What follows belongs to an exercise in optimizing a design on an open flow for small area and a short achievable clock period; a production flow would make more cautious choices. Only simulation tests tie the RTL to the original design; equivalence was not proved. Power is estimated from default activity; no workload was simulated.

// MIPS
module MIPS (
    input             clk,
    input             rst_n,
    input             in_valid,
    input      [31:0] instruction,
    input      [19:0] output_reg,
    output            out_valid,
    output     [31:0] out_1,
    output     [31:0] out_2,
    output     [31:0] out_3,
    output     [31:0] out_4,
    output            instruction_fail
);
clock: 6.0 ns
lec_check: 0
cap_margin: 20
core_margin: 2
core_utilization: 45
setup_slack_margin: 2.8
slew_margin: 20
run.sh (not shown) runs the stock make flow with config.mk's settings and CLKGATE_MAP_FILE= SYNTH_SCRIPT=/design/flow/synth_recipe.tcl, a recipe that flattens the netlist after the stock synthesis.
Edit:
==> flow/flow/run.sh (new file) <==
#!/bin/bash
# The standard layout, with every input and output port buffered by a
# sky130_fd_sc_hd__buf_2 instead of the cell buffer_ports picks by default.
set -euo pipefail
export BUFFER_PORTS_ARGS="-buffer_cell sky130_fd_sc_hd__buf_2"
bash standard.sh > standard_flow.log 2>&1
==> flow/standard.sh (new file) <==
#!/bin/bash
# synth_recipe.tcl (not shown) runs the flow's synth.tcl, then flattens the netlist and writes it again
# the make line also repeats each setting of config.mk as NAME=value (left out here)
make -C /OpenROAD-flow-scripts/flow DESIGN_CONFIG=/design/flow/config.mk WORK_HOME=/design/flow/orfs CLKGATE_MAP_FILE= SYNTH_SCRIPT=/design/flow/synth_recipe.tcl "${@:-finish}"
removed: flow/run.sh
Total power falls by 0.31%.
Die area does not change.
Design area falls by 9.7%.
Utilization falls by 5.7 points.
Area after synthesis is unchanged.
Worst setup slack improves by 0.11 ns.
First-iteration DRC count falls by 6.5%.


MIPS, a different RTL version from the one above (not shown whole).
For scale: roughly 2500 cells after synthesis, roughly 360 flip-flops, roughly 23000 sq um of cells after synthesis.
clock: 6.0 ns
lec_check: 0
cap_margin: 20
core_margin: 2
core_utilization: 45
cts_buf_list: sky130_fd_sc_hd__clkbuf_8
setup_slack_margin: 3.1
slew_margin: 20
standard.sh (not shown) runs the stock make flow with config.mk's settings and CLKGATE_MAP_FILE= SYNTH_SCRIPT=/design/flow/synth_recipe.tcl, a recipe that flattens the netlist after the stock synthesis.
==> flow/flow/run.sh <==
#!/bin/bash
# The standard layout, with every input and output port buffered by a
# sky130_fd_sc_hd__buf_2 instead of the cell buffer_ports picks by default.
set -euo pipefail
export BUFFER_PORTS_ARGS="-buffer_cell sky130_fd_sc_hd__buf_2"
bash standard.sh > standard_flow.log 2>&1
Rerun with:
- CAP_MARGIN: 20 -> 40
- CTS_BUF_LIST: sky130_fd_sc_hd__clkbuf_8 -> not set
- SLEW_MARGIN: 20 -> 60
Effect: Total power grows by a little under a tenth. Wire length shrinks by a few percent. Die area stays the same. Sequential share of layout area grows by 1.9 points.
Rerun with:
- CAP_MARGIN: 40 -> 20
- SETUP_SLACK_MARGIN: 3.1 -> 2.8
- SLEW_MARGIN: 60 -> 20
Result: Area after synthesis does not change. Setup slack degrades by 0.25 ns. Clock-buffer cell count rises by 4. First-iteration DRC count came out higher by 3.4%. Wire length goes down by 0.83%. Clock skew is higher by 0.0044 ns. Clock power shrinks by about 4%. Utilization came out lower by 2.6 points.
Rerun with:
- SETUP_SLACK_MARGIN: 2.8 -> 3.1
What happened: The new run ran to the end with no violations. Die area does not change. Routed wire length rises by 1.5%. Combinational power rises by about 9%. Design area rises by 4.0%. Power hardly moves. Cell count rises by 1.7%. Clock power stays flat. Core utilization rises by 2.1 points. Fmax rises by 7.6%.


run A:
The RTL this note starts from:
==> flow/design.v <==
module MIPS (
    input             clk,
    input             rst_n,
    input             in_valid,
    input      [31:0] instruction,
    input      [19:0] output_reg,
    output            out_valid,
    output     [31:0] out_1,
    output     [31:0] out_2,
    output     [31:0] out_3,
    output     [31:0] out_4,
    output            instruction_fail
);
function [5:0] dec;
    input [4:0] a;
    begin
        dec[0] = (a == 5'b10000);
        dec[1] = (a == 5'b11111);
        dec[2] = (a == 5'b10111);
        dec[3] = (a == 5'b01000);
        dec[4] = (a == 5'b10010);
        dec[5] = (a == 5'b10001);
    end
endfunction
function [5:0] dec_g;
    input [4:0] a;
    begin
        dec_g[0] =  a[4] & ~a[3] & ~a[2] & ~a[1] & ~a[0];
        dec_g[1] =  a[4] &  a[3] &  a[2] &  a[1] &  a[0];
        dec_g[2] =  a[4] & ~a[3] &  a[2] &  a[1] &  a[0];
        dec_g[3] = ~a[4] &  a[3] & ~a[2] & ~a[1] & ~a[0];
        dec_g[4] =  a[4] & ~a[3] & ~a[2] &  a[1] & ~a[0];
        dec_g[5] =  a[4] & ~a[3] & ~a[2] & ~a[1] &  a[0];
    end
endfunction
function [31:0] rd6;
    input [5:0]  s;
    input [31:0] r0, r1, r2, r3, r4, r5;
    rd6 = ({32{s[0]}} & r0) | ({32{s[1]}} & r1) | ({32{s[2]}} & r2)
        | ({32{s[3]}} & r3) | ({32{s[4]}} & r4) | ({32{s[5]}} & r5);
endfunction
reg [31:0] rf0, rf1, rf2, rf3, rf4, rf5;
reg  [5:0] rv;         
wire [31:0] res;       
wire [5:0] op    = instruction[31:26];
wire [5:0] funct = instruction[5:0];
wire       is_r  = (op == 6'b000000);
wire       is_i  = (op == 6'b001000);
wire       f_add = is_r & (funct == 6'b100000);
wire       f_and = is_r & (funct == 6'b100100);
wire       f_or  = is_r & (funct == 6'b100101);
wire       f_nor = is_r & (funct == 6'b100111);
wire       f_sll = is_r & (funct == 6'b000000);
wire       f_srl = is_r & (funct == 6'b000010);
wire       legal = f_add | f_and | f_or | f_nor | f_sll | f_srl | is_i;
wire [5:0] rs_h  = dec(instruction[25:21]);
wire [5:0] rt_h  = dec(instruction[20:16]);
wire [5:0] rd_h  = dec(instruction[15:11]);
wire [5:0] dst_h = is_i ? rt_h : rd_h;
reg         v1;
reg   [5:0] dst1;
reg         ok1;       
reg         f1n;
reg  [31:0] a1, b1;
reg         add1, and1, or1, nor1, sll1, srl1;
reg   [4:0] sh1, rot1;
reg  [19:0] oreg1;
wire        f1   = ~(ok1 & (|dst1));
wire  [5:0] we1  = (v1 & ok1) ? dst1 : 6'd0;
wire        fwd_a = |(rs_h & we1);
wire        fwd_b = ~is_i & (|(rt_h & we1));
wire [31:0] pre_a = rd6(rs_h & rv, rf0, rf1, rf2, rf3, rf4, rf5);
wire [31:0] pre_b = is_i ? {{16{instruction[15]}}, instruction[15:0]}
                         : rd6(rt_h & rv, rf0, rf1, rf2, rf3, rf4, rf5);
always @(posedge clk or negedge rst_n) begin
    if (!rst_n) v1 <= 1'b0;
    else        v1 <= in_valid;
end
always @(posedge clk) begin
    dst1  <= dst_h;
    ok1   <= legal & (|rs_h) & (|rt_h);
    a1    <= fwd_a ? res : pre_a;
    b1    <= fwd_b ? res : pre_b;
    add1  <= f_add | is_i;
    and1  <= f_and;
    or1   <= f_or;
    nor1  <= f_nor;
    sll1  <= f_sll;
    srl1  <= f_srl;
    sh1   <= instruction[10:6];
    rot1  <= f_srl ? instruction[10:6] : -instruction[10:6];
    oreg1 <= output_reg;
end
wire [31:0] sum = a1 + b1;
wire [31:0] r0 = rot1[0] ? {b1[0], b1[31:1]}    : b1;
wire [31:0] r1 = rot1[1] ? {r0[1:0], r0[31:2]}  : r0;
wire [31:0] r2 = rot1[2] ? {r1[3:0], r1[31:4]}  : r1;
wire [31:0] r3 = rot1[3] ? {r2[7:0], r2[31:8]}  : r2;
wire [31:0] r4 = rot1[4] ? {r3[15:0], r3[31:16]} : r3;
wire [31:0] msk = ({32{sll1}} & ({32{1'b1}} << sh1)) | ({32{srl1}} & ({32{1'b1}} >> sh1));
assign res = ({32{add1}} & sum)
           | ({32{and1}} & (a1 & b1))
           | ({32{or1}}  & (a1 | b1))
           | ({32{nor1}} & ~(a1 | b1))
           | (msk & r4);
always @(posedge clk or negedge rst_n) begin
    if (!rst_n) rv <= 6'd0;
    else        rv <= rv | we1;
end
always @(posedge clk) begin
    if (we1[0]) rf0 <= res;
    if (we1[1]) rf1 <= res;
    if (we1[2]) rf2 <= res;
    if (we1[3]) rf3 <= res;
    if (we1[4]) rf4 <= res;
    if (we1[5]) rf5 <= res;
end
reg        v2;
reg        f2;
reg  [5:0] s1, s2, s3, s4;       
reg  [5:0] t1, t2, t3, t4;       
always @(posedge clk or negedge rst_n) begin
    if (!rst_n) v2 <= 1'b0;
    else        v2 <= v1;
end
always @(posedge clk) begin
    f2 <= f1;
    s1 <= f1 ? 6'd0 : (dec(oreg1[4:0])   & (rv | we1));
    s2 <= f1 ? 6'd0 : (dec(oreg1[9:5])   & (rv | we1));
    s3 <= f1 ? 6'd0 : (dec(oreg1[14:10]) & (rv | we1));
    s4 <= f1 ? 6'd0 : (dec(oreg1[19:15]) & (rv | we1));
    t1 <= f1 ? 6'd0 : (dec_g(oreg1[4:0])   & (rv | we1));
    t2 <= f1 ? 6'd0 : (dec_g(oreg1[9:5])   & (rv | we1));
    t3 <= f1 ? 6'd0 : (dec_g(oreg1[14:10]) & (rv | we1));
    t4 <= f1 ? 6'd0 : (dec_g(oreg1[19:15]) & (rv | we1));
end
assign out_valid        = v2;
assign instruction_fail = f2;
wire [31:0] o1l = rd6(s1, rf0, rf1, rf2, rf3, rf4, rf5);
wire [31:0] o2l = rd6(s2, rf0, rf1, rf2, rf3, rf4, rf5);
wire [31:0] o3l = rd6(s3, rf0, rf1, rf2, rf3, rf4, rf5);
wire [31:0] o4l = rd6(s4, rf0, rf1, rf2, rf3, rf4, rf5);
wire [31:0] o1h = rd6(t1, rf0, rf1, rf2, rf3, rf4, rf5);
wire [31:0] o2h = rd6(t2, rf0, rf1, rf2, rf3, rf4, rf5);
wire [31:0] o3h = rd6(t3, rf0, rf1, rf2, rf3, rf4, rf5);
wire [31:0] o4h = rd6(t4, rf0, rf1, rf2, rf3, rf4, rf5);
assign out_1 = {o1h[31:16], o1l[15:0]};
assign out_2 = {o2h[31:16], o2l[15:0]};
assign out_3 = {o3h[31:16], o3l[15:0]};
assign out_4 = {o4h[31:16], o4l[15:0]};
endmodule
Settings: LEC_CHECK=0, CAP_MARGIN=20, CORE_MARGIN=2, CORE_UTILIZATION=45, SETUP_SLACK_MARGIN=3.1, SLEW_MARGIN=20, TNS_END_PERCENT=30; clock period 6.0 ns.
Scripts as last shown in full above: flow/flow/run.sh
Run A: no failed stages, no open violations at the end
Input-level comparison between run B and run A:
# run A
export LEC_CHECK = 0
export CAP_MARGIN = 20
export CORE_MARGIN = 2
export CORE_UTILIZATION = 45
export SETUP_SLACK_MARGIN = 3.1
export SLEW_MARGIN = 20
export TNS_END_PERCENT = 30
create_clock -name core_clock -period 6.0 [get_ports {clk}]
# run B
export LEC_CHECK = 0
export CAP_MARGIN = 20
export CORE_MARGIN = 2
export CORE_UTILIZATION = 45
export SETUP_SLACK_MARGIN = 3.2
export SLEW_MARGIN = 20
create_clock -name core_clock -period 6.0 [get_ports {clk}]
==> comparison <==
- A capturing instance or port of the critical path of out_4[24] is what run B shows, while out_4[25] belongs to run A.
- Layout multi-input combinational cell count of run B is on par with run A.
- Highest achievable clock rate, run B vs run A: up by a few percent
- Of the two candidates, run A has the better worst setup skew after layout and run B the worse one.
- On count of inverters other than clock inverters in the layout, run A and run B are neck and neck.
Input changes introduced in run C (baseline for comparison: run B):
# run B
export LEC_CHECK = 0
export CAP_MARGIN = 20
export CORE_MARGIN = 2
export CORE_UTILIZATION = 45
export SETUP_SLACK_MARGIN = 3.2
export SLEW_MARGIN = 20
create_clock -name core_clock -period 6.0 [get_ports {clk}]
# run C
export LEC_CHECK = 0
export CAP_MARGIN = 20
export CORE_MARGIN = 2
export CORE_UTILIZATION = 45
export SETUP_SLACK_MARGIN = 3.0
export SLEW_MARGIN = 20
create_clock -name core_clock -period 6.0 [get_ports {clk}]
==> run notes <==
Going from run B to run C, clock buffer count in the final layout shrinks by 4. The higher total power per unit cell area came out of run C. The higher global-route usage came out of run C. Compared with run B, run C shows a higher diode insertion count for antenna repair. Run C — routability congestion estimate from global placement about 0.9% higher, run B as reference. Compared with run B, in run C data required time of the critical path has increased; combinational group share of total power down 0.5 points; detailed-route wire length per cell grew by 3.1%; fmax -about 6%; part of the power in the clock network saw little to no change. The more densely filled core belongs to run B, not run C.

==> what the ideal ports hide <==
The results above use ideal ports. As a check the final layouts listed here were re-extracted and re-timed, cells and wires unchanged.
Step 1 (the two cells are an assumption about what drives the block):
set clk [get_ports {clk}]
set_driving_cell -lib_cell sky130_fd_sc_hd__clkbuf_16 $clk
set_driving_cell -lib_cell sky130_fd_sc_hd__buf_2 [delete_from_list [all_inputs] $clk]
Step 2 also shifts input and output timing later by t, the mid clock arrival at the registers, as if the neighbouring blocks saw the same clock.
a / b / c = no drivers / after step 1 / after step 2; a / b = the first two.
run | t (ns) | setup slack, ns | worst hold slack (ns)
the first run of note 1 | 0.631 | 2.654 / 2.593 / 2.076 | 0.441 / 0.441 / 0.441
the second run of note 1 | 0.633 | 2.768 / 2.743 / 2.172 | 0.435 / 0.396 / 0.448
the first run of note 2 | 0.731 | 2.968 / 2.901 / 2.248 | 0.373 / 0.328 / 0.484
the second run of note 2 | 0.630 | 3.020 / 3.014 / 2.467 | 0.472 / 0.439 / 0.489
the third run of note 2 | 0.629 | 2.769 / 2.771 / 2.141 | 0.469 / 0.438 / 0.469
the fourth run of note 2 | 0.621 | 2.996 / 2.996 / 2.456 | 0.474 / 0.448 / 0.474
run A | 0.637 | 2.935 / 2.865 / 2.409 | 0.461 / 0.434 / 0.461
run B | 0.617 | 3.058 / 2.998 / 2.559 | 0.481 / 0.453 / 0.481
run C | 0.632 | 2.873 / 2.873 / 2.418 | 0.464 / 0.441 / 0.464
After both steps every run listed still meets setup and hold. The setup slack of the first run of note 2, which loses most, moves by -0.067 ns with the drivers and by -0.720 ns with both steps.
